Source: an optimization exercise on an open RTL-to-GDS flow (aim: small area and a short achievable clock period). Production flows keep margins and buffers that such runs may drop.
RTL that was checked went through simulation tests only; none was proved equivalent to the original.
Only the layout flow was run in runs 2 and 3; the RTL was not checked for function there.

==> flow/design.v (outline; a module is shown in full before it is edited, if it fits) <==
// module NOAA_Module: 5371 lines
module NOAA_Module( CLK, RESET, MODE, TN, SAMPLE, DONE, AVG_SD );
  // ...
==> flow/flow/run.sh <==
#!/bin/bash
# Standard synthesis and layout; the layout's timing repair aims at a setup
# slack of 185 ns at the design's clock period (250 ns), i.e. it sizes and
# buffers the slowest paths towards an achieved period of 65 ns.
set -euo pipefail
bash standard.sh synth > synth.log 2>&1
bash standard.sh SETUP_SLACK_MARGIN=185 finish > layout.log 2>&1
==> flow/standard.sh <==
#!/bin/bash
# synth_recipe.tcl (not shown) runs the flow's synth.tcl, then flattens the netlist and writes it again
# the make line also repeats each setting of config.mk as NAME=value (left out here)
make -C /OpenROAD-flow-scripts/flow DESIGN_CONFIG=/design/flow/config.mk WORK_HOME=/design/flow/orfs CLKGATE_MAP_FILE= SYNTH_SCRIPT=/design/flow/synth_recipe.tcl "${@:-finish}"
==> flow/config.mk <==
export PLATFORM = sky130hd
export DESIGN_NAME = NOAA_Module
export DESIGN_NICKNAME = NOAA_Module
export VERILOG_FILES = /design/flow/design.v
export SDC_FILE = /design/flow/constraint.sdc
export NUM_CORES = 4
export LEC_CHECK = 0
export CAP_MARGIN = 20
export CORE_MARGIN = 2
export CORE_UTILIZATION = 40
export SLEW_MARGIN = 20
==> flow/constraint.sdc <==
create_clock -name core_clock -period 250.0 [get_ports {CLK}]
set_input_delay 50.0000 -clock core_clock [delete_from_list [all_inputs] [get_ports {CLK}]]
set_output_delay 50.0000 -clock core_clock [all_outputs]
set_load 0.01 [all_outputs]
==> summary.txt, run 1 <==
Status: no timing/DRC/antenna violations
Syn Inst Count: 4053
Setup_tns: 0 ns
Routed Antenna Nets: 0
Reg area: 5600 um^2
FF-to-FF path depth: 292
First drt pass iteration count: 9
Inserted Clock Buffers: 26
Critical path buffers and inverters: 13
Chip width: 305 um
Biggest Area Class: multi-input combinational cells
Root buf cell: clkbuf_16
Clock-cell share: 2.12%
Setup CP Type: in -> reg
Seq area share: 13.6%
Critical path startpoint category: input pin
Logic inverters: 694
Final Core Density: 45.9%
Post-route cell area: 41300 um^2
Hold path cells: 0
Metal1 wirelength: 47100 um
Post-synth EDFFs: 0
Fraction of area in multi-input gates: 69.4%
Placed inst area: 38100 um^2
Clk_buf instances: 35
NumNets Final: 4968
CP endpoint: ar_r[3]$_DFF_P_
CP top delay family: adder cells
Slowest stage delay, CP: 0.54 ns
Reg2reg setup slack: 188.09 ns
Met1 Track Usage GR: 32.7%
Metal3 WL: 9930 um
Max-Slew Margin vs Limit: 13.6%
==> run 2, diff against run 1 <==
--- a/flow/design.v
+++ b/flow/design.v
@@ -1,14 +1,14 @@
 module NOAA_Module( CLK, RESET, MODE, TN, SAMPLE, DONE, AVG_SD );
     input CLK, RESET, MODE;
     input [ 11:0 ] TN;
     output SAMPLE, DONE;
     output [ 11:0 ] AVG_SD;
-    localparam K = 10;
+    localparam K = 9;
     localparam J = 4;
     reg  [ 11:0 ] win [ 0:13 ];    
     reg  [ 3:0 ]  n;               
     reg  [ 15:0 ] s;               
     reg  [ 27:0 ] ss;              
     reg  [ K-1:0 ] aq_r;           
     reg  [ 3:0 ]  ar_r;            
     reg  [ J-1:0 ] sq_r;           
@@ -1021,26 +1021,26 @@
     wire g711;
     wire g712;
     wire g713;
     wire g714;
     wire g715;
     wire g716;
     wire g717;
     wire g718;
-    wire s719;
-    wire c720;
-    wire s721;
-    wire c722;
+    wire g719;
+    wire g720;
+    wire g721;
+    wire g722;
     wire s723;
     wire c724;
-    wire g725;
-    wire g726;
-    wire g727;
-    wire g728;
+    wire s725;
+    wire c726;
+    wire s727;
+    wire c728;
     wire g729;
     wire g730;
     wire g731;
     wire g732;
     wire g733;
     wire g734;
     wire g735;
     wire g736;
@@ -1081,26 +1081,26 @@
     wire g771;
     wire g772;
     wire g773;
     wire g774;
     wire g775;
     wire g776;
     wire g777;
     wire g778;
-    wire s779;
-    wire c780;
-    wire s781;
-    wire c782;
+    wire g779;
+    wire g780;
+    wire g781;
+    wire g782;
     wire s783;
     wire c784;
-    wire g785;
-    wire g786;
-    wire g787;
-    wire g788;
+    wire s785;
+    wire c786;
+    wire s787;
+    wire c788;
     wire g789;
     wire g790;
     wire g791;
     wire g792;
     wire g793;
     wire g794;
     wire g795;
     wire g796;
@@ -3471,259 +3471,259 @@
     assign s709 = g701 ^ g590 ^ c708;
     assign c710 = (g701 & g590) | (c708 & (g701 ^ g590));
     assign g711 = ~(g702 ^ c710);
     assign g712 = g702 | c710;
     assign g713 = g712 ? g703 : s_nx[3];
     assign g714 = g712 ? s705 : g699;
     assign g715 = g712 ? s707 : g700;
     assign g716 = g712 ? s709 : g701;
-    assign g717 = ~(s_nx[2] ^ g587);
-    assign g718 = s_nx[2] | g587;
-    assign s719 = g713 ^ g588 ^ g718;
-    assign c720 = (g713 & g588) | (g718 & (g713 ^ g588));
-    assign s721 = g714 ^ g589 ^ c720;
-    assign c722 = (g714 & g589) | (c720 & (g714 ^ g589));
-    assign s723 = g715 ^ g590 ^ c722;
-    assign c724 = (g715 & g590) | (c722 & (g715 ^ g590));
-    assign g725 = ~(g716 ^ c724);
-    assign g726 = g716 | c724;
-    assign g727 = g726 ? g717 : s_nx[2];
-    assign g728 = g726 ? s719 : g713;
-    assign g729 = g726 ? s721 : g714;
-    assign g730 = g726 ? s723 : g715;
-    assign aq_nx = {g600, g614, g628, g642, g656, g670, g684, g698, g712, g726};
-    assign ar_nx = {g730, g729, g728, g727};
-    assign g731 = ~n_nx[0];
-    assign g732 = ~n_nx[1];
-    assign g733 = ~n_nx[2];
-    assign g734 = ~n_nx[3];
-    assign g735 = ~(ss_nx[23] ^ g731);
-    assign g736 = ss_nx[23] | g731;
-    assign s737 = ss_nx[24] ^ g732 ^ g736;
-    assign c738 = (ss_nx[24] & g732) | (g736 & (ss_nx[24] ^ g732));
-    assign s739 = ss_nx[25] ^ g733 ^ c738;
-    assign c740 = (ss_nx[25] & g733) | (c738 & (ss_nx[25] ^ g733));
-    assign s741 = ss_nx[26] ^ g734 ^ c740;
-    assign c742 = (ss_nx[26] & g734) | (c740 & (ss_nx[26] ^ g734));
-    assign g743 = ~(ss_nx[27] ^ c742);
-    assign g744 = ss_nx[27] | c742;
-    assign g745 = g744 ? g735 : ss_nx[23];
-    assign g746 = g744 ? s737 : ss_nx[24];
-    assign g747 = g744 ? s739 : ss_nx[25];
-    assign g748 = g744 ? s741 : ss_nx[26];
-    assign g749 = ~(ss_nx[22] ^ g731);
-    assign g750 = ss_nx[22] | g731;
-    assign s751 = g745 ^ g732 ^ g750;
-    assign c752 = (g745 & g732) | (g750 & (g745 ^ g732));
-    assign s753 = g746 ^ g733 ^ c752;
-    assign c754 = (g746 & g733) | (c752 & (g746 ^ g733));
-    assign s755 = g747 ^ g734 ^ c754;
-    assign c756 = (g747 & g734) | (c754 & (g747 ^ g734));
+    assign aq_nx = {g600, g614, g628, g642, g656, g670, g684, g698, g712};
+    assign ar_nx = {g716, g715, g714, g713};
+    assign g717 = ~n_nx[0];
+    assign g718 = ~n_nx[1];
+    assign g719 = ~n_nx[2];
+    assign g720 = ~n_nx[3];
+    assign g721 = ~(ss_nx[23] ^ g717);
+    assign g722 = ss_nx[23] | g717;
+    assign s723 = ss_nx[24] ^ g718 ^ g722;
+    assign c724 = (ss_nx[24] & g718) | (g722 & (ss_nx[24] ^ g718));
+    assign s725 = ss_nx[25] ^ g719 ^ c724;
+    assign c726 = (ss_nx[25] & g719) | (c724 & (ss_nx[25] ^ g719));
+    assign s727 = ss_nx[26] ^ g720 ^ c726;
+    assign c728 = (ss_nx[26] & g720) | (c726 & (ss_nx[26] ^ g720));
+    assign g729 = ~(ss_nx[27] ^ c728);
+    assign g730 = ss_nx[27] | c728;
+    assign g731 = g730 ? g721 : ss_nx[23];
+    assign g732 = g730 ? s723 : ss_nx[24];
+    assign g733 = g730 ? s725 : ss_nx[25];
+    assign g734 = g730 ? s727 : ss_nx[26];
+    assign g735 = ~(ss_nx[22] ^ g717);
+    assign g736 = ss_nx[22] | g717;
+    assign s737 = g731 ^ g718 ^ g736;
+    assign c738 = (g731 & g718) | (g736 & (g731 ^ g718));
+    assign s739 = g732 ^ g719 ^ c738;
+    assign c740 = (g732 & g719) | (c738 & (g732 ^ g719));
+    assign s741 = g733 ^ g720 ^ c740;
+    assign c742 = (g733 & g720) | (c740 & (g733 ^ g720));
+    assign g743 = ~(g734 ^ c742);
+    assign g744 = g734 | c742;
+    assign g745 = g744 ? g735 : ss_nx[22];
+    assign g746 = g744 ? s737 : g731;
+    assign g747 = g744 ? s739 : g732;
+    assign g748 = g744 ? s741 : g733;
+    assign g749 = ~(ss_nx[21] ^ g717);
+    assign g750 = ss_nx[21] | g717;
+    assign s751 = g745 ^ g718 ^ g750;
+    assign c752 = (g745 & g718) | (g750 & (g745 ^ g718));
+    assign s753 = g746 ^ g719 ^ c752;
+    assign c754 = (g746 & g719) | (c752 & (g746 ^ g719));
+    assign s755 = g747 ^ g720 ^ c754;
+    assign c756 = (g747 & g720) | (c754 & (g747 ^ g720));
     assign g757 = ~(g748 ^ c756);
     assign g758 = g748 | c756;
-    assign g759 = g758 ? g749 : ss_nx[22];
+    assign g759 = g758 ? g749 : ss_nx[21];
     assign g760 = g758 ? s751 : g745;
     assign g761 = g758 ? s753 : g746;
     assign g762 = g758 ? s755 : g747;
-    assign g763 = ~(ss_nx[21] ^ g731);
-    assign g764 = ss_nx[21] | g731;
-    assign s765 = g759 ^ g732 ^ g764;
-    assign c766 = (g759 & g732) | (g764 & (g759 ^ g732));
-    assign s767 = g760 ^ g733 ^ c766;
-    assign c768 = (g760 & g733) | (c766 & (g760 ^ g733));
-    assign s769 = g761 ^ g734 ^ c768;
-    assign c770 = (g761 & g734) | (c768 & (g761 ^ g734));
+    assign g763 = ~(ss_nx[20] ^ g717);
+    assign g764 = ss_nx[20] | g717;
+    assign s765 = g759 ^ g718 ^ g764;
+    assign c766 = (g759 & g718) | (g764 & (g759 ^ g718));
+    assign s767 = g760 ^ g719 ^ c766;
+    assign c768 = (g760 & g719) | (c766 & (g760 ^ g719));
+    assign s769 = g761 ^ g720 ^ c768;
+    assign c770 = (g761 & g720) | (c768 & (g761 ^ g720));
     assign g771 = ~(g762 ^ c770);
     assign g772 = g762 | c770;
-    assign g773 = g772 ? g763 : ss_nx[21];
+    assign g773 = g772 ? g763 : ss_nx[20];
     assign g774 = g772 ? s765 : g759;
     assign g775 = g772 ? s767 : g760;
     assign g776 = g772 ? s769 : g761;
-    assign g777 = ~(ss_nx[20] ^ g731);
-    assign g778 = ss_nx[20] | g731;
-    assign s779 = g773 ^ g732 ^ g778;
-    assign c780 = (g773 & g732) | (g778 & (g773 ^ g732));
-    assign s781 = g774 ^ g733 ^ c780;
-    assign c782 = (g774 & g733) | (c780 & (g774 ^ g733));
-    assign s783 = g775 ^ g734 ^ c782;
-    assign c784 = (g775 & g734) | (c782 & (g775 ^ g734));
-    assign g785 = ~(g776 ^ c784);
-    assign g786 = g776 | c784;
-    assign g787 = g786 ? g777 : ss_nx[20];
-    assign g788 = g786 ? s779 : g773;
-    assign g789 = g786 ? s781 : g774;
-    assign g790 = g786 ? s783 : g775;
-    assign sq_nx = {g744, g758, g772, g786};
-    assign sr_nx = {g790, g789, g788, g787};
-    assign g791 = ~n[0];
-    assign g792 = ~n[1];
-    assign g793 = ~n[2];
-    assign g794 = ~n[3];
-    assign g795 = ~(s[1] ^ g791);
-    assign g796 = s[1] | g791;
-    assign s797 = ar_r[0] ^ g792 ^ g796;
-    assign c798 = (ar_r[0] & g792) | (g796 & (ar_r[0] ^ g792));
-    assign s799 = ar_r[1] ^ g793 ^ c798;
-    assign c800 = (ar_r[1] & g793) | (c798 & (ar_r[1] ^ g793));
-    assign s801 = ar_r[2] ^ g794 ^ c800;
-    assign c802 = (ar_r[2] & g794) | (c800 & (ar_r[2] ^ g794));
-    assign g803 = ~(ar_r[3] ^ c802);
-    assign g804 = ar_r[3] | c802;
+    assign sq_nx = {g730, g744, g758, g772};
+    assign sr_nx = {g776, g775, g774, g773};
+    assign g777 = ~n[0];
+    assign g778 = ~n[1];
+    assign g779 = ~n[2];
+    assign g780 = ~n[3];
+    assign g781 = ~(s[2] ^ g777);
+    assign g782 = s[2] | g777;
+    assign s783 = ar_r[0] ^ g778 ^ g782;
+    assign c784 = (ar_r[0] & g778) | (g782 & (ar_r[0] ^ g778));
+    assign s785 = ar_r[1] ^ g779 ^ c784;
+    assign c786 = (ar_r[1] & g779) | (c784 & (ar_r[1] ^ g779));
+    assign s787 = ar_r[2] ^ g780 ^ c786;
+    assign c788 = (ar_r[2] & g780) | (c786 & (ar_r[2] ^ g780));
+    assign g789 = ~(ar_r[3] ^ c788);
+    assign g790 = ar_r[3] | c788;
+    assign g791 = g790 ? g781 : s[2];
+    assign g792 = g790 ? s783 : ar_r[0];
+    assign g793 = g790 ? s785 : ar_r[1];
+    assign g794 = g790 ? s787 : ar_r[2];
+    assign g795 = ~(s[1] ^ g777);
+    assign g796 = s[1] | g777;
+    assign s797 = g791 ^ g778 ^ g796;
+    assign c798 = (g791 & g778) | (g796 & (g791 ^ g778));
+    assign s799 = g792 ^ g779 ^ c798;
+    assign c800 = (g792 & g779) | (c798 & (g792 ^ g779));
+    assign s801 = g793 ^ g780 ^ c800;
+    assign c802 = (g793 & g780) | (c800 & (g793 ^ g780));
+    assign g803 = ~(g794 ^ c802);
+    assign g804 = g794 | c802;
     assign g805 = g804 ? g795 : s[1];
-    assign g806 = g804 ? s797 : ar_r[0];
-    assign g807 = g804 ? s799 : ar_r[1];
-    assign g808 = g804 ? s801 : ar_r[2];
-    assign g809 = ~(s[0] ^ g791);
-    assign g810 = s[0] | g791;
-    assign s811 = g805 ^ g792 ^ g810;
-    assign c812 = (g805 & g792) | (g810 & (g805 ^ g792));
-    assign s813 = g806 ^ g793 ^ c812;
-    assign c814 = (g806 & g793) | (c812 & (g806 ^ g793));
-    assign s815 = g807 ^ g794 ^ c814;
-    assign c816 = (g807 & g794) | (c814 & (g807 ^ g794));
+    assign g806 = g804 ? s797 : g791;
+    assign g807 = g804 ? s799 : g792;
+    assign g808 = g804 ? s801 : g793;
+    assign g809 = ~(s[0] ^ g777);
+    assign g810 = s[0] | g777;
+    assign s811 = g805 ^ g778 ^ g810;
+    assign c812 = (g805 & g778) | (g810 & (g805 ^ g778));
+    assign s813 = g806 ^ g779 ^ c812;
+    assign c814 = (g806 & g779) | (c812 & (g806 ^ g779));
+    assign s815 = g807 ^ g780 ^ c814;
+    assign c816 = (g807 & g780) | (c814 & (g807 ^ g780));
     assign g817 = ~(g808 ^ c816);
     assign g818 = g808 | c816;
-    assign avg_c = {aq_r[9], aq_r[8], aq_r[7], aq_r[6], aq_r[5], aq_r[4], aq_r[3], aq_r[2], aq_r[1], aq_r[0], g804, g818};
+    assign avg_c = {aq_r[8], aq_r[7], aq_r[6], aq_r[5], aq_r[4], aq_r[3], aq_r[2], aq_r[1], aq_r[0], g790, g804, g818};
     assign g819 = g818 & g804;
-    assign g820 = g818 & aq_r[0];
-    assign g821 = g818 & aq_r[1];
-    assign g822 = g818 & aq_r[2];
-    assign g823 = g818 & aq_r[3];
-    assign g824 = g818 & aq_r[4];
-    assign g825 = g818 & aq_r[5];
-    assign g826 = g818 & aq_r[6];
-    assign g827 = g818 & aq_r[7];
-    assign g828 = g818 & aq_r[8];
-    assign g829 = g818 & aq_r[9];
-    assign g830 = g804 & aq_r[0];
-    assign g831 = g804 & aq_r[1];
-    assign g832 = g804 & aq_r[2];
-    assign g833 = g804 & aq_r[3];
-    assign g834 = g804 & aq_r[4];
-    assign g835 = g804 & aq_r[5];
-    assign g836 = g804 & aq_r[6];
-    assign g837 = g804 & aq_r[7];
-    assign g838 = g804 & aq_r[8];
-    assign g839 = g804 & aq_r[9];
-    assign g840 = aq_r[0] & aq_r[1];
-    assign g841 = aq_r[0] & aq_r[2];
-    assign g842 = aq_r[0] & aq_r[3];
-    assign g843 = aq_r[0] & aq_r[4];
-    assign g844 = aq_r[0] & aq_r[5];
-    assign g845 = aq_r[0] & aq_r[6];
-    assign g846 = aq_r[0] & aq_r[7];
-    assign g847 = aq_r[0] & aq_r[8];
-    assign g848 = aq_r[0] & aq_r[9];
-    assign g849 = aq_r[1] & aq_r[2];
-    assign g850 = aq_r[1] & aq_r[3];
-    assign g851 = aq_r[1] & aq_r[4];
-    assign g852 = aq_r[1] & aq_r[5];
-    assign g853 = aq_r[1] & aq_r[6];
-    assign g854 = aq_r[1] & aq_r[7];
-    assign g855 = aq_r[1] & aq_r[8];
-    assign g856 = aq_r[1] & aq_r[9];
-    assign g857 = aq_r[2] & aq_r[3];
-    assign g858 = aq_r[2] & aq_r[4];
-    assign g859 = aq_r[2] & aq_r[5];
-    assign g860 = aq_r[2] & aq_r[6];
-    assign g861 = aq_r[2] & aq_r[7];
-    assign g862 = aq_r[2] & aq_r[8];
-    assign g863 = aq_r[2] & aq_r[9];
-    assign g864 = aq_r[3] & aq_r[4];
-    assign g865 = aq_r[3] & aq_r[5];
-    assign g866 = aq_r[3] & aq_r[6];
-    assign g867 = aq_r[3] & aq_r[7];
-    assign g868 = aq_r[3] & aq_r[8];
-    assign g869 = aq_r[3] & aq_r[9];
-    assign g870 = aq_r[4] & aq_r[5];
-    assign g871 = aq_r[4] & aq_r[6];
-    assign g872 = aq_r[4] & aq_r[7];
-    assign g873 = aq_r[4] & aq_r[8];
-    assign g874 = aq_r[4] & aq_r[9];
-    assign g875 = aq_r[5] & aq_r[6];
-    assign g876 = aq_r[5] & aq_r[7];
-    assign g877 = aq_r[5] & aq_r[8];
-    assign g878 = aq_r[5] & aq_r[9];
-    assign g879 = aq_r[6] & aq_r[7];
-    assign g880 = aq_r[6] & aq_r[8];
-    assign g881 = aq_r[6] & aq_r[9];
-    assign g882 = aq_r[7] & aq_r[8];
-    assign g883 = aq_r[7] & aq_r[9];
-    assign g884 = aq_r[8] & aq_r[9];
-    assign s885 = aq_r[0] ^ g830 ^ g821;
-    assign c886 = (aq_r[0] & g830) | (g821 & (aq_r[0] ^ g830));
-    assign s887 = aq_r[1] ^ g840 ^ g832;
-    assign c888 = (aq_r[1] & g840) | (g832 & (aq_r[1] ^ g840));
+    assign g820 = g818 & g790;
+    assign g821 = g818 & aq_r[0];
+    assign g822 = g818 & aq_r[1];
+    assign g823 = g818 & aq_r[2];
+    assign g824 = g818 & aq_r[3];
+    assign g825 = g818 & aq_r[4];
+    assign g826 = g818 & aq_r[5];
+    assign g827 = g818 & aq_r[6];
+    assign g828 = g818 & aq_r[7];
+    assign g829 = g818 & aq_r[8];
+    assign g830 = g804 & g790;
+    assign g831 = g804 & aq_r[0];
+    assign g832 = g804 & aq_r[1];
+    assign g833 = g804 & aq_r[2];
+    assign g834 = g804 & aq_r[3];
+    assign g835 = g804 & aq_r[4];
+    assign g836 = g804 & aq_r[5];
+    assign g837 = g804 & aq_r[6];
+    assign g838 = g804 & aq_r[7];
+    assign g839 = g804 & aq_r[8];
+    assign g840 = g790 & aq_r[0];
+    assign g841 = g790 & aq_r[1];
+    assign g842 = g790 & aq_r[2];
+    assign g843 = g790 & aq_r[3];
+    assign g844 = g790 & aq_r[4];
+    assign g845 = g790 & aq_r[5];
+    assign g846 = g790 & aq_r[6];
+    assign g847 = g790 & aq_r[7];
+    assign g848 = g790 & aq_r[8];
+    assign g849 = aq_r[0] & aq_r[1];
+    assign g850 = aq_r[0] & aq_r[2];
+    assign g851 = aq_r[0] & aq_r[3];
+    assign g852 = aq_r[0] & aq_r[4];
+    assign g853 = aq_r[0] & aq_r[5];
+    assign g854 = aq_r[0] & aq_r[6];
+    assign g855 = aq_r[0] & aq_r[7];
+    assign g856 = aq_r[0] & aq_r[8];
+    assign g857 = aq_r[1] & aq_r[2];
+    assign g858 = aq_r[1] & aq_r[3];
+    assign g859 = aq_r[1] & aq_r[4];
+    assign g860 = aq_r[1] & aq_r[5];
+    assign g861 = aq_r[1] & aq_r[6];
+    assign g862 = aq_r[1] & aq_r[7];
+    assign g863 = aq_r[1] & aq_r[8];
+    assign g864 = aq_r[2] & aq_r[3];
+    assign g865 = aq_r[2] & aq_r[4];
+    assign g866 = aq_r[2] & aq_r[5];
+    assign g867 = aq_r[2] & aq_r[6];
+    assign g868 = aq_r[2] & aq_r[7];
+    assign g869 = aq_r[2] & aq_r[8];
+    assign g870 = aq_r[3] & aq_r[4];
+    assign g871 = aq_r[3] & aq_r[5];
+    assign g872 = aq_r[3] & aq_r[6];
+    assign g873 = aq_r[3] & aq_r[7];
+    assign g874 = aq_r[3] & aq_r[8];
+    assign g875 = aq_r[4] & aq_r[5];
+    assign g876 = aq_r[4] & aq_r[6];
+    assign g877 = aq_r[4] & aq_r[7];
+    assign g878 = aq_r[4] & aq_r[8];
+    assign g879 = aq_r[5] & aq_r[6];
+    assign g880 = aq_r[5] & aq_r[7];
+    assign g881 = aq_r[5] & aq_r[8];
+    assign g882 = aq_r[6] & aq_r[7];
+    assign g883 = aq_r[6] & aq_r[8];
+    assign g884 = aq_r[7] & aq_r[8];
+    assign s885 = g790 ^ g830 ^ g821;
+    assign c886 = (g790 & g830) | (g821 & (g790 ^ g830));
+    assign s887 = aq_r[0] ^ g840 ^ g832;
+    assign c888 = (aq_r[0] & g840) | (g832 & (aq_r[0] ^ g840));
     assign s889 = g841 ^ g833 ^ g824;
     assign c890 = (g841 & g833) | (g824 & (g841 ^ g833));
-    assign s891 = aq_r[2] ^ g842 ^ g849;
-    assign c892 = (aq_r[2] & g842) | (g849 & (aq_r[2] ^ g842));
-    assign s893 = g843 ^ g850 ^ g835;
-    assign c894 = (g843 & g850) | (g835 & (g843 ^ g850));
-    assign s895 = aq_r[3] ^ g844 ^ g851;
-    assign c896 = (aq_r[3] & g844) | (g851 & (aq_r[3] ^ g844));
-    assign s897 = g857 ^ g836 ^ g827;
-    assign c898 = (g857 & g836) | (g827 & (g857 ^ g836));
-    assign s899 = g845 ^ g852 ^ g858;
-    assign c900 = (g845 & g852) | (g858 & (g845 ^ g852));
-    assign s901 = aq_r[4] ^ g846 ^ g853;
-    assign c902 = (aq_r[4] & g846) | (g853 & (aq_r[4] ^ g846));
-    assign s903 = g859 ^ g864 ^ g838;
-    assign c904 = (g859 & g864) | (g838 & (g859 ^ g864));
-    assign s905 = g847 ^ g854 ^ g860;
-    assign c906 = (g847 & g854) | (g860 & (g847 ^ g854));
-    assign s907 = aq_r[5] ^ g848 ^ g855;
-    assign c908 = (aq_r[5] & g848) | (g855 & (aq_r[5] ^ g848));
-    assign s909 = g861 ^ g866 ^ g870;
-    assign c910 = (g861 & g866) | (g870 & (g861 ^ g866));
+    assign s891 = aq_r[1] ^ g849 ^ g842;
+    assign c892 = (aq_r[1] & g849) | (g842 & (aq_r[1] ^ g849));
+    assign s893 = g850 ^ g843 ^ g835;
+    assign c894 = (g850 & g843) | (g835 & (g850 ^ g843));
+    assign s895 = aq_r[2] ^ g851 ^ g857;
+    assign c896 = (aq_r[2] & g851) | (g857 & (aq_r[2] ^ g851));
+    assign s897 = g844 ^ g836 ^ g827;
+    assign c898 = (g844 & g836) | (g827 & (g844 ^ g836));
+    assign s899 = g852 ^ g858 ^ g845;
+    assign c900 = (g852 & g858) | (g845 & (g852 ^ g858));
+    assign s901 = aq_r[3] ^ g853 ^ g859;
+    assign c902 = (aq_r[3] & g853) | (g859 & (aq_r[3] ^ g853));
+    assign s903 = g864 ^ g846 ^ g838;
+    assign c904 = (g864 & g846) | (g838 & (g864 ^ g846));
+    assign s905 = g854 ^ g860 ^ g865;
+    assign c906 = (g854 & g860) | (g865 & (g854 ^ g860));
+    assign s907 = aq_r[4] ^ g855 ^ g861;
+    assign c908 = (aq_r[4] & g855) | (g861 & (aq_r[4] ^ g855));
+    assign s909 = g866 ^ g870 ^ g848;
+    assign c910 = (g866 & g870) | (g848 & (g866 ^ g870));
     assign s911 = g856 ^ g862 ^ g867;
     assign c912 = (g856 & g862) | (g867 & (g856 ^ g862));
-    assign s913 = aq_r[6] ^ g863 ^ g868;
-    assign c914 = (aq_r[6] & g863) | (g868 & (aq_r[6] ^ g863));
+    assign s913 = aq_r[5] ^ g863 ^ g868;
+    assign c914 = (aq_r[5] & g863) | (g868 & (aq_r[5] ^ g863));
     assign s915 = g869 ^ g873 ^ g876;
     assign c916 = (g869 & g873) | (g876 & (g869 ^ g873));
-    assign s917 = aq_r[7] ^ g874 ^ g877;
-    assign c918 = (aq_r[7] & g874) | (g877 & (aq_r[7] ^ g874));
-    assign s919 = aq_r[8] ^ g881 ^ g882;
-    assign c920 = (aq_r[8] & g881) | (g882 & (aq_r[8] ^ g881));
+    assign s917 = aq_r[6] ^ g874 ^ g877;
+    assign c918 = (aq_r[6] & g874) | (g877 & (aq_r[6] ^ g874));
+    assign s919 = aq_r[7] ^ g881 ^ g882;
+    assign c920 = (aq_r[7] & g881) | (g882 & (aq_r[7] ^ g881));
     assign s921 = g831 ^ g822 ^ c886;
     assign c922 = (g831 & g822) | (c886 & (g831 ^ g822));
     assign s923 = s891 ^ g834 ^ g825;
     assign c924 = (s891 & g834) | (g825 & (s891 ^ g834));
     assign s925 = c892 ^ s893 ^ g826;
     assign c926 = (c892 & s893) | (g826 & (c892 ^ s893));
     assign s927 = s895 ^ c894 ^ s897;
     assign c928 = (s895 & c894) | (s897 & (s895 ^ c894));
     assign s929 = c896 ^ s899 ^ g837;
     assign c930 = (c896 & s899) | (g837 & (c896 ^ s899));
-    assign s931 = c900 ^ s901 ^ s903;
-    assign c932 = (c900 & s901) | (s903 & (c900 ^ s901));
-    assign s933 = g865 ^ c902 ^ s905;
-    assign c934 = (g865 & c902) | (s905 & (g865 ^ c902));
+    assign s931 = s901 ^ c900 ^ s903;
+    assign c932 = (s901 & c900) | (s903 & (s901 ^ c900));
+    assign s933 = c902 ^ s905 ^ g847;
+    assign c934 = (c902 & s905) | (g847 & (c902 ^ s905));
     assign s935 = c906 ^ s907 ^ s909;
     assign c936 = (c906 & s907) | (s909 & (c906 ^ s907));
-    assign s937 = g871 ^ c908 ^ c910;
-    assign c938 = (g871 & c908) | (c910 & (g871 ^ c908));
+    assign s937 = g871 ^ c908 ^ s911;
+    assign c938 = (g871 & c908) | (s911 & (g871 ^ c908));
     assign s939 = g872 ^ g875 ^ c912;
     assign c940 = (g872 & g875) | (c912 & (g872 ^ g875));
     assign s941 = g879 ^ c916 ^ s917;
     assign c942 = (g879 & c916) | (s917 & (g879 ^ c916));
     assign s943 = g878 ^ g880 ^ c918;
     assign c944 = (g878 & g880) | (c918 & (g878 ^ g880));
     assign s945 = s887 ^ g823 ^ c922;
     assign c946 = (s887 & g823) | (c922 & (s887 ^ g823));
     assign s947 = s929 ^ g828 ^ c898;
     assign c948 = (s929 & g828) | (c898 & (s929 ^ g828));
     assign s949 = c930 ^ s931 ^ g829;
     assign c950 = (c930 & s931) | (g829 & (c930 ^ s931));
     assign s951 = s933 ^ g839 ^ c904;
     assign c952 = (s933 & g839) | (c904 & (s933 ^ g839));
-    assign s953 = s911 ^ c936 ^ s937;
-    assign c954 = (s911 & c936) | (s937 & (s911 ^ c936));
+    assign s953 = s937 ^ c910 ^ c936;
+    assign c954 = (s937 & c910) | (c936 & (s937 ^ c910));
     assign s955 = s913 ^ c938 ^ s939;
     assign c956 = (s913 & c938) | (s939 & (s913 ^ c938));
     assign s957 = c914 ^ s915 ^ c940;
     assign c958 = (c914 & s915) | (c940 & (c914 ^ s915));
     assign s959 = c888 ^ s889 ^ c946;
     assign c960 = (c888 & s889) | (c946 & (c888 ^ s889));
     assign s961 = s951 ^ c932 ^ c950;
     assign c962 = (s951 & c932) | (c950 & (s951 ^ c932));
@@ -3772,26 +3772,26 @@
     assign g1005 = g994 ? s998 : s971;
     assign g1006 = g994 ? s1000 : s973;
     assign g1007 = g994 ? s1002 : s995;
     assign g1008 = g994 ? c1003 : c996;
     assign s1009 = s963 ^ c962;
     assign c1010 = s963 & c962;
     assign s1011 = s953 ^ c964 ^ c1010;
     assign c1012 = (s953 & c964) | (c1010 & (s953 ^ c964));
-    assign s1013 = c954 ^ s955 ^ c1012;
-    assign c1014 = (c954 & s955) | (c1012 & (c954 ^ s955));
+    assign s1013 = s955 ^ c954 ^ c1012;
+    assign c1014 = (s955 & c954) | (c1012 & (s955 ^ c954));
     assign s1015 = c956 ^ s957 ^ c1014;
     assign c1016 = (c956 & s957) | (c1014 & (c956 ^ s957));
     assign g1017 = ~(s963 ^ c962);
     assign g1018 = s963 | c962;
     assign s1019 = s953 ^ c964 ^ g1018;
     assign c1020 = (s953 & c964) | (g1018 & (s953 ^ c964));
-    assign s1021 = c954 ^ s955 ^ c1020;
-    assign c1022 = (c954 & s955) | (c1020 & (c954 ^ s955));
+    assign s1021 = s955 ^ c954 ^ c1020;
+    assign c1022 = (s955 & c954) | (c1020 & (s955 ^ c954));
     assign s1023 = c956 ^ s957 ^ c1022;
     assign c1024 = (c956 & s957) | (c1022 & (c956 ^ s957));
     assign g1025 = g1008 ? g1017 : s1009;
     assign g1026 = g1008 ? s1019 : s1011;
     assign g1027 = g1008 ? s1021 : s1013;
     assign g1028 = g1008 ? s1023 : s1015;
     assign g1029 = g1008 ? c1024 : c1016;
     assign s1030 = s941 ^ c958;
@@ -3807,22 +3807,22 @@
     assign s1040 = s919 ^ c944 ^ c1039;
     assign c1041 = (s919 & c944) | (c1039 & (s919 ^ c944));
     assign g1042 = g1029 ? g1036 : s1030;
     assign g1043 = g1029 ? s1038 : s1032;
     assign g1044 = g1029 ? s1040 : s1034;
     assign g1045 = g1029 ? c1041 : c1035;
     assign s1046 = g883 ^ c920;
     assign c1047 = g883 & c920;
-    assign s1048 = aq_r[9] ^ g884 ^ c1047;
-    assign c1049 = (aq_r[9] & g884) | (c1047 & (aq_r[9] ^ g884));
+    assign s1048 = aq_r[8] ^ g884 ^ c1047;
+    assign c1049 = (aq_r[8] & g884) | (c1047 & (aq_r[8] ^ g884));
     assign g1050 = ~(g883 ^ c920);
     assign g1051 = g883 | c920;
-    assign s1052 = aq_r[9] ^ g884 ^ g1051;
-    assign c1053 = (aq_r[9] & g884) | (g1051 & (aq_r[9] ^ g884));
+    assign s1052 = aq_r[8] ^ g884 ^ g1051;
+    assign c1053 = (aq_r[8] & g884) | (g1051 & (aq_r[8] ^ g884));
     assign g1054 = g1045 ? g1050 : s1046;
     assign g1055 = g1045 ? s1052 : s1048;
     assign g1056 = g1045 ? c1053 : c1049;
     assign a2_c = {g1056, g1055, g1054, g1044, g1043, g1042, g1028, g1027, g1026, g1025, g1007, g1006, g1005, g1004, g993, g992, g991, g990, s981, s979, s977, s975, 1'b0, g818};
     assign g1057 = ~n[0];
     assign g1058 = ~n[1];
     assign g1059 = ~n[2];
     assign g1060 = ~n[3];
==> flow/flow/run.sh (replaced) <==
#!/bin/bash
# Standard synthesis and layout; the layout's timing repair aims at a setup
# slack of 187 ns at the design's clock period (250 ns), i.e. it sizes and
# buffers the slowest paths towards an achieved period of 63 ns.
set -euo pipefail
bash standard.sh synth > synth.log 2>&1
bash standard.sh SETUP_SLACK_MARGIN=187 finish > layout.log 2>&1
==> run 2 against run 1 <==
  * Routed wire length is 1.3% lower
  * Utilization is 0.82 points higher
  * Count of clock-buffer cells in the layout is 3 lower
  * Still clean
  * Critical path depth is 5 lower
  * Largest cell class unchanged
  * Critical endpoint unchanged
==> summary.txt, run 2 <==
FF-to-FF path depth: 284 (was 292)
Largest net degree at the start of global routing: 83 (was 74)
Biggest register: win (unchanged)
Setup Skew: 0.0113 ns (was 0.0328 ns)
TritonCTS clock tree: built (unchanged)
Hold Path Class: reg -> reg (unchanged)
WP data required: 250.45 ns (about the same)
Final Core Density: 46.8% (was 45.9%)
Synth Flop Type: dfxtp_1 (unchanged)
Routed Antenna Nets: 0 (unchanged)
Post-synthesis cell type count: 94 (was 103)
Synthesis Warnings: 2 (unchanged)
Crit Reg-Reg Endpoint: q[11]$_DFFE_PP0P_ (unchanged)
Chip width: 303 um (was 305 um)
Root buf cell: clkbuf_16 (unchanged)
Crit path max fanout: 5 (unchanged)
Register area share after synthesis: 15.6% (was 15.5%)
Finish-stage setup viols: 0 (unchanged)
RSZ-0062 raised after global routing: true (unchanged)
Total core area: 88500 um^2 (was 89900 um^2)
Reg area: 5580 um^2 (was 5600 um^2)
Syn Inst Count: 3982 (was 4053)
Clk buf depth: 3 (unchanged)
Final Max Slew Viols: 0 (unchanged)
Arrival time worst endpoint: 66.74 ns (was 67.81 ns)
Ys async rst share: 23.6% (was 23.5%)
GR Util All Layers: 25.2% (was 24.8%)
NumNets Final: 4914 (was 4968)
Syn Nets: 4829 (was 4900)
Num ports: 29 (unchanged)
Fmax: 15.1 MHz (was 14.8 MHz)
Antenna violations before repair: 1 (was 3)
DRC: 0 (unchanged)
Ratio of final minimum period to clock period: 26.5% (was 26.9%)
Initial cell density of the core: 40.4% (was 40.3%)
Setup CP Type: in -> reg (unchanged)
Fillers: 8405 (was 8652)
Drt wl/cell: 21.8 um (was 21.9 um)
Hold path cells: 0 (unchanged)
Crit. End Element: flip-flop (unchanged)
Post-DP HPWL: 85900 um (was 87200 um)
Worst Hold Launch: win[1][9]$_DFF_P_ (was win[12][2]$_DFF_P_)
Initial DRC count: 2552 (was 2737)
Critical path startpoint category: input pin (unchanged)
Slew @ Worst Pin: 1.04 ns (was 1.28 ns)
Yosys reg bits: 263 (was 264)
Placed inst area: 37900 um^2 (was 38100 um^2)
First-pass GRT wire length: 177000 um (was 179000 um)
Commonest non-fill, non-tap cells in the layout: inv_1 (634), fa_1 (522), nand2_1 (341), a21oi_1 (305), nor2_1 (223) (was inv_1 (655), fa_1 (563), a21oi_1 (330), nand2_1 (327), nor2_1 (229))
Inserted Clock Buffers: 27 (was 26)
DR vias/cell: 5.52 (was 5.56)
Main area contributors after synthesis: fa_1 (34%), dfxtp_1 (11%), ha_1 (7.9%) (was fa_1 (34%), dfxtp_1 (11%), ha_1 (7.7%))
Die Area: 91700 um^2 (was 92900 um^2)
Status: no timing/DRC/antenna violations (unchanged)
Vias in the first global route: 29300 (was 29800)
Synth area leader: fa_1 (unchanged)
Row cnt: 109 (was 110)
Max reg flops: 168 (unchanged)
IO buf count: 28 (unchanged)
Total number of vias: 29000 (was 29500)
Period minus WS final: 66.28 ns (was 67.36 ns)
Clock Sinks: 263 (was 264)
Hold EP: win[2][9]$_DFF_P_ (was win[13][2]$_DFF_P_)
H-tree levels: 1 (unchanged)
Multi-input gate area: 28700 um^2 (about the same)
Clock transition at path regs: 0.07 ns (was 0.09 ns)
Top cell by count, worst path: fa_2 (unchanged)
Die Y: 303 um (was 305 um)
Slowest stage delay, CP: 0.54 ns (about the same)
Area grow syn2layout: 15.8% (was 14.1%)
Post-route cell area: 41400 um^2 (was 41300 um^2)
Max_cap viols: 0 (unchanged)
First drt pass iteration count: 6 (was 9)
Top Registers: win x168, ss x28, s x16 (unchanged)
Slowest CP cell: fa_1 (unchanged)
Most common cell after layout, fill and taps aside: inv_1 (unchanged)
Routability congestion estimate from global placement: 1.03 (about the same)
Setup_tns: 0 ns (unchanged)
Share of cells above drive strength 1: 17.0% (was 14.2%)
Grt ovf: 0 (unchanged)
Post-synth top cells: inv_1 (677), fa_1 (607), nand2_1 (349), a21oi_1 (345), nor2_1 (237) (was inv_1 (687), fa_1 (608), a21oi_1 (360), nand2_1 (328), nor2_1 (251))
Final WL: 115000 um (was 116000 um)
Reg2reg setup slack: 189.96 ns (was 188.09 ns)
Post-synth top area share: 34.0% (was 33.6%)
Mean Syn Cell Area: 8.97 um^2 (was 8.93 um^2)
Max-Slew Margin vs Limit: 30.8% (was 13.6%)
Post-synth EDFFs: 0 (unchanged)
Worst skew pair latency: 0.57 ns (was 0.58 ns)
Most frequent cell after synthesis: inv_1 (unchanged)
Reg-to-reg startpoint: n[0]$_DFF_PP0_ (was s[1]$_DFF_PP0_)
Hold Fails Final Rpt: 0 (unchanged)
Cell Area, Synth: 35700 um^2 (was 36200 um^2)
## run 2: changes by cell type in the layout (fill, tap and decap cells not counted), sizes merged, moves of 15 or more
| cell | delta |
|---|---|
| nor2 | -15 |
| o21ai | -18 |
| nand3 | -22 |
| a21oi | -16 |
| nand2 | +20 |
| mux2i | -15 |
| and3 | +17 |
| xnor2 | +15 |
## run 2: metrics by stage
step	cells	hold WS (ns)	worst slack [ns]
after floorplan	3982	0.310	183.41
after global placement	5038	0.310	180.42
after detailed placement	5038	0.312	178.37
after CTS	5171	0.323	183.66
after global routing	5253	0.328	182.94
final	5255	0.322	183.72
## run 2: cell families after synthesis
kind of cell,after synthesis,share of synthesized area (%)
XOR/XNOR,148,3.94
buffers and inverters,888,9.43
adder cells (fa/ha/maj),832,41.9
AO/OA/AOI/OAI,871,14.8
multiplexers,106,3.24
AND/OR/NAND/NOR,874,11.0
flip-flops,263,15.6
## run 2: critical path: cells and delay by family
kind            cells  cell delay [ns]
fa+ha+maj          29             9.89
compound gates     16             2.59
mux                 7             1.31
xor+xnor            1             0.16
simple gates       10             1.52
buf+inv            11             1.21
## run 2: routing by layer
layer | up-vias | wire, um | global-route usage, % | part of all wire (%)
met1 | 14300 | 47000 | 33.8 | 41
met4 | 0 | 5210 | 9.35 | 4.5
met2 | 1254 | 52900 | 40.9 | 46
met3 | 300 | 9660 | 4.53 | 8.4
met5 | - | 0 | 0 | 0
li1 | 13100 | - | - | -
## run 2: worst max path at each step
stage | from | end | cells past startpoint
4_1_cts | TN[1] | ar_r[3]$_DFF_P_ | 77
2_1_floorplan | TN[1] | ar_r[1]$_DFF_P_ | 76
3_5_place_dp | n[2]$_DFF_PP0_ | q[11]$_DFFE_PP0P_ | 281
5_1_grt | TN[1] | ar_r[3]$_DFF_P_ | 77
6_report | TN[6] | ar_r[3]$_DFF_P_ | 74
3_3_place_gp | n[2]$_DFF_PP0_ | q[11]$_DFFE_PP0P_ | 280
## run 2: layout make-up
class / instances / area share [%]
multi-input combinational: 2837 / 69.3
sequential: 263 / 13.5
inverter: 688 / 6.42
timing repair buffer: 250 / 5.04
tap: 1165 / 3.52
clock buffer: 32 / 1.70
clock inverter: 18 / 0.550
antenna: 2 / 0.0121
## run 2: what timing repair did
action                                  CTS  global route
endpoints found under the setup margin   38            36
setup buffers                            80            77
gates resized for setup                 157           159
cloned                                    3             5
pin swaps                                69           106
hold buffers                              0             0
==> run 3, diff against run 2 <==
==> flow/flow/run.sh (replaced) <==
#!/bin/bash
# Standard synthesis and layout; the layout's timing repair aims at a setup
# slack of 183 ns at the design's clock period (250 ns), i.e. it sizes and
# buffers the slowest paths towards an achieved period of 67 ns.
set -euo pipefail
bash standard.sh synth > synth.log 2>&1
bash standard.sh SETUP_SLACK_MARGIN=183 finish > layout.log 2>&1
==> run 3 against run 2 <==
  * Still clean
  * Synthesized cell count unchanged
  * Non-clock buffer count down 48
  * Critical path depth up 3
  * Critical path type unchanged
  * Critical endpoint is now ar_r[1]$_DFF_P_
==> summary.txt, run 3 <==
Mean Syn Cell Area: 8.97 um^2 (unchanged)
Vias in the first global route: 29200 (was 29300)
Slowest CP cell: fa_1 (unchanged)
Crit path launch: TN[1] (was TN[6])
IO buf count: 28 (unchanged)
Worst skew pair latency: 0.56 ns (was 0.57 ns)
Clk buf depth: 3 (unchanged)
Ratio of final minimum period to clock period: 26.5% (about the same)
Root buf cell: clkbuf_16 (unchanged)
Num ports: 29 (unchanged)
Crit Reg-Reg Endpoint: q[11]$_DFFE_PP0P_ (unchanged)
Slowest stage delay, CP: 0.56 ns (was 0.54 ns)
Yosys reg bits: 263 (unchanged)
Post-DP HPWL: 85100 um (was 85900 um)
Row cnt: 109 (unchanged)
Ys async rst share: 23.6% (unchanged)
Cell Area, Synth: 35700 um^2 (unchanged)
Die Area: 91700 um^2 (unchanged)
Setup Skew: 0.0130 ns (was 0.0113 ns)
FF-to-FF path depth: 288 (was 284)
Synth area leader: fa_1 (unchanged)
Syn Nets: 4829 (unchanged)
Status: no timing/DRC/antenna violations (unchanged)
Syn Inst Count: 3982 (unchanged)
Grt ovf: 0 (unchanged)
Critical path startpoint category: input pin (unchanged)
Setup_tns: 0 ns (unchanged)
NumNets Final: 4860 (was 4914)
Setup CP Type: in -> reg (unchanged)
Final Core Density: 45.4% (was 46.8%)
Hold Fails Final Rpt: 0 (unchanged)
Register area share after synthesis: 15.6% (unchanged)
CP endpoint: ar_r[1]$_DFF_P_ (was ar_r[3]$_DFF_P_)
First drt pass iteration count: 9 (was 6)
Initial cell density of the core: 40.4% (unchanged)
Top cell by count, worst path: fa_2 (unchanged)
TritonCTS clock tree: built (unchanged)
Inserted Clock Buffers: 25 (was 27)
Crit. End Element: flip-flop (unchanged)
Total number of vias: 28900 (was 29000)
Antenna violations before repair: 1 (unchanged)
Post-CTS Hold Buffers: 0 (unchanged)
Max-Slew Margin vs Limit: 18.7% (was 30.8%)
Slew @ Worst Pin: 1.21 ns (was 1.04 ns)
Top Registers: win x168, ss x28, s x16 (unchanged)
Most frequent cell after synthesis: inv_1 (unchanged)
Initial DRC count: 2633 (was 2552)
Drt wl/cell: 21.6 um (was 21.8 um)
Chip width: 303 um (unchanged)
Most common cell after layout, fill and taps aside: inv_1 (unchanged)
RSZ-0062 raised after global routing: false (was true)
Period minus WS final: 66.33 ns (was 66.28 ns)
Hold slack final: 0.325 ns (was 0.322 ns)
Routability congestion estimate from global placement: 1.01 (was 1.03)
Arrival time worst endpoint: 66.77 ns (was 66.74 ns)
Post-synthesis cell type count: 94 (unchanged)
Crit path max fanout: 7 (was 5)
Biggest register: win (unchanged)
H-tree levels: 1 (unchanged)
Post-synth EDFFs: 0 (unchanged)
Hold Path Class: reg -> reg (unchanged)
DR vias/cell: 5.56 (was 5.52)
DRC: 0 (unchanged)
Max reg flops: 168 (unchanged)
Main area contributors after synthesis: fa_1 (34%), dfxtp_1 (11%), ha_1 (7.9%) (unchanged)
First-pass GRT wire length: 174000 um (was 177000 um)
Area grow syn2layout: 12.5% (was 15.8%)
Synth Flop Type: dfxtp_1 (unchanged)
Reg2reg setup slack: 186.53 ns (was 189.96 ns)
GR Util All Layers: 24.7% (was 25.2%)
Largest net degree at the start of global routing: 76 (was 83)
Max_cap viols: 0 (unchanged)
Routed Antenna Nets: 0 (unchanged)
Clock transition at path regs: 0.07 ns (about the same)
Final WL: 112000 um (was 115000 um)
Commonest non-fill, non-tap cells in the layout: inv_1 (661), fa_1 (577), nand2_1 (345), a21oi_1 (315), nor2_1 (226) (was inv_1 (634), fa_1 (522), nand2_1 (341), a21oi_1 (305), nor2_1 (223))
Final Max Slew Viols: 0 (unchanged)
Finish-stage setup viols: 0 (unchanged)
Total core area: 88500 um^2 (unchanged)
Synthesis Warnings: 2 (unchanged)
Die Y: 303 um (unchanged)
Clock Sinks: 263 (unchanged)
Share of cells above drive strength 1: 12.2% (was 17.0%)
Post-synth top area share: 34.0% (unchanged)
Post-synth top cells: inv_1 (677), fa_1 (607), nand2_1 (349), a21oi_1 (345), nor2_1 (237) (unchanged)
Fmax: 15.1 MHz (about the same)
WP data required: 250.44 ns (was 250.45 ns)
Reg-to-reg startpoint: s[2]$_DFF_PP0_ (was n[0]$_DFF_PP0_)
## run 3: routing by layer
| metal | share of wire, % | track usage, % | up-vias | wire length [um] |
|---|---|---|---|---|
| li1 | - | - | 13000 | - |
| met1 | 41 | 32.9 | 14300 | 45500 |
| met2 | 46 | 40.5 | 1272 | 52100 |
| met3 | 8.8 | 4.31 | 290 | 9830 |
| met4 | 4.3 | 8.93 | 0 | 4850 |
| met5 | 0 | 0 | - | 0 |
## run 3: timing repair
action | CTS | global route
cloned | 2 | 0
resized for setup | 100 | 119
endpoints found under the setup margin | 30 | 34
buffers inserted | 41 | 66
pin swaps | 28 | 63
## run 3: layout make-up
type | count | area [um^2]
Fill cell | 8581 | 48300
Multi-Input combinational cell | 2833 | 28000
Sequential cell | 263 | 5580
Inverter | 688 | 2640
Timing Repair Buffer | 202 | 1670
Tap cell | 1165 | 1460
Clock buffer | 29 | 661
Clock inverter | 15 | 216
Antenna cell | 1 | 2.50
## run 3: kinds of logic (layout without fill, tap and decap cells)
logic type | count (synthesis) | count (layout) | share of synthesized area [%]
buf+inv | 888 | 934 | 9.43
simple gates | 874 | 874 | 11.0
compound gates | 871 | 871 | 14.8
fa+ha+maj | 832 | 832 | 41.9
flops | 263 | 263 | 15.6
xor+xnor | 148 | 150 | 3.94
mux | 106 | 106 | 3.24
other cells | 0 | 1 | 0
## run 3: worst max-delay path: cells and delay by family
family	cells	cell delay, ns
mux	7	1.39
fa+ha+maj	30	9.99
compound gates	19	2.99
buf+inv	11	0.74
simple gates	9	1.40
xor+xnor	1	0.20
## run 3: how the worst min path moves through the flow
stage	start	endpoint	slack (ns)	depth (start not counted)
CTS	win[4][3]$_DFF_P_	win[5][3]$_DFF_P_	0.32	0
floorplan	win[9][0]$_DFF_P_	win[10][0]$_DFF_P_	0.31	0
detailed placement	win[11][5]$_DFF_P_	win[12][5]$_DFF_P_	0.31	0
finish	win[1][0]$_DFF_P_	win[2][0]$_DFF_P_	0.32	0
global route	win[1][0]$_DFF_P_	win[2][0]$_DFF_P_	0.33	0
global placement	win[11][6]$_DFF_P_	win[12][6]$_DFF_P_	0.31	0
## run 3: through the flow
| stage | area (um^2) | setup slack, ns | instances |
|---|---|---|---|
| global placement | 37500 | 175.65 | 5042 |
| floorplan | 36000 | 183.01 | 3982 |
| detailed placement | 37600 | 173.14 | 5042 |
| finish | 40200 | 183.67 | 5196 |
| global route | 40200 | 182.67 | 5195 |
| CTS | 39200 | 183.02 | 5129 |

port drivers added, routing unchanged:
How much do the figures lean on ideal ports? The routed layouts below were timed once more, with nothing changed but the port constraints. Step 1 assumes that a clkbuf_16 drives the clock port and a buf_2 every other input. Step 2, shift: input delay + t, output delay - t, t = (earliest + latest rising clock arrival at the registers) / 2. This alone moves slack from input paths to output paths. a / b / c = no drivers / after step 1 / after step 2; a / b = the first two.
| run | t (ns) | setup slack, ns | latest minus earliest clock arrival (ns) | worst register clock-pin slew, ns | cell pins on the clock port's net |
|---|---|---|---|---|---|
| run 1 | 0.621 | 182.638 / 182.673 / 182.052 | 0.034 / 0.034 | 0.09 / 0.09 | 1 |
| run 2 | 0.622 | 183.716 / 183.729 / 183.107 | 0.012 / 0.012 | 0.07 / 0.07 | 1 |
| run 3 | 0.605 | 183.669 / 183.657 / 183.052 | 0.014 / 0.014 | 0.07 / 0.07 | 1 |
After both steps setup and hold are still met in every run listed. For run 3, which loses most, drivers alone change the setup slack by -0.012 ns; drivers and shift together by -0.617 ns.
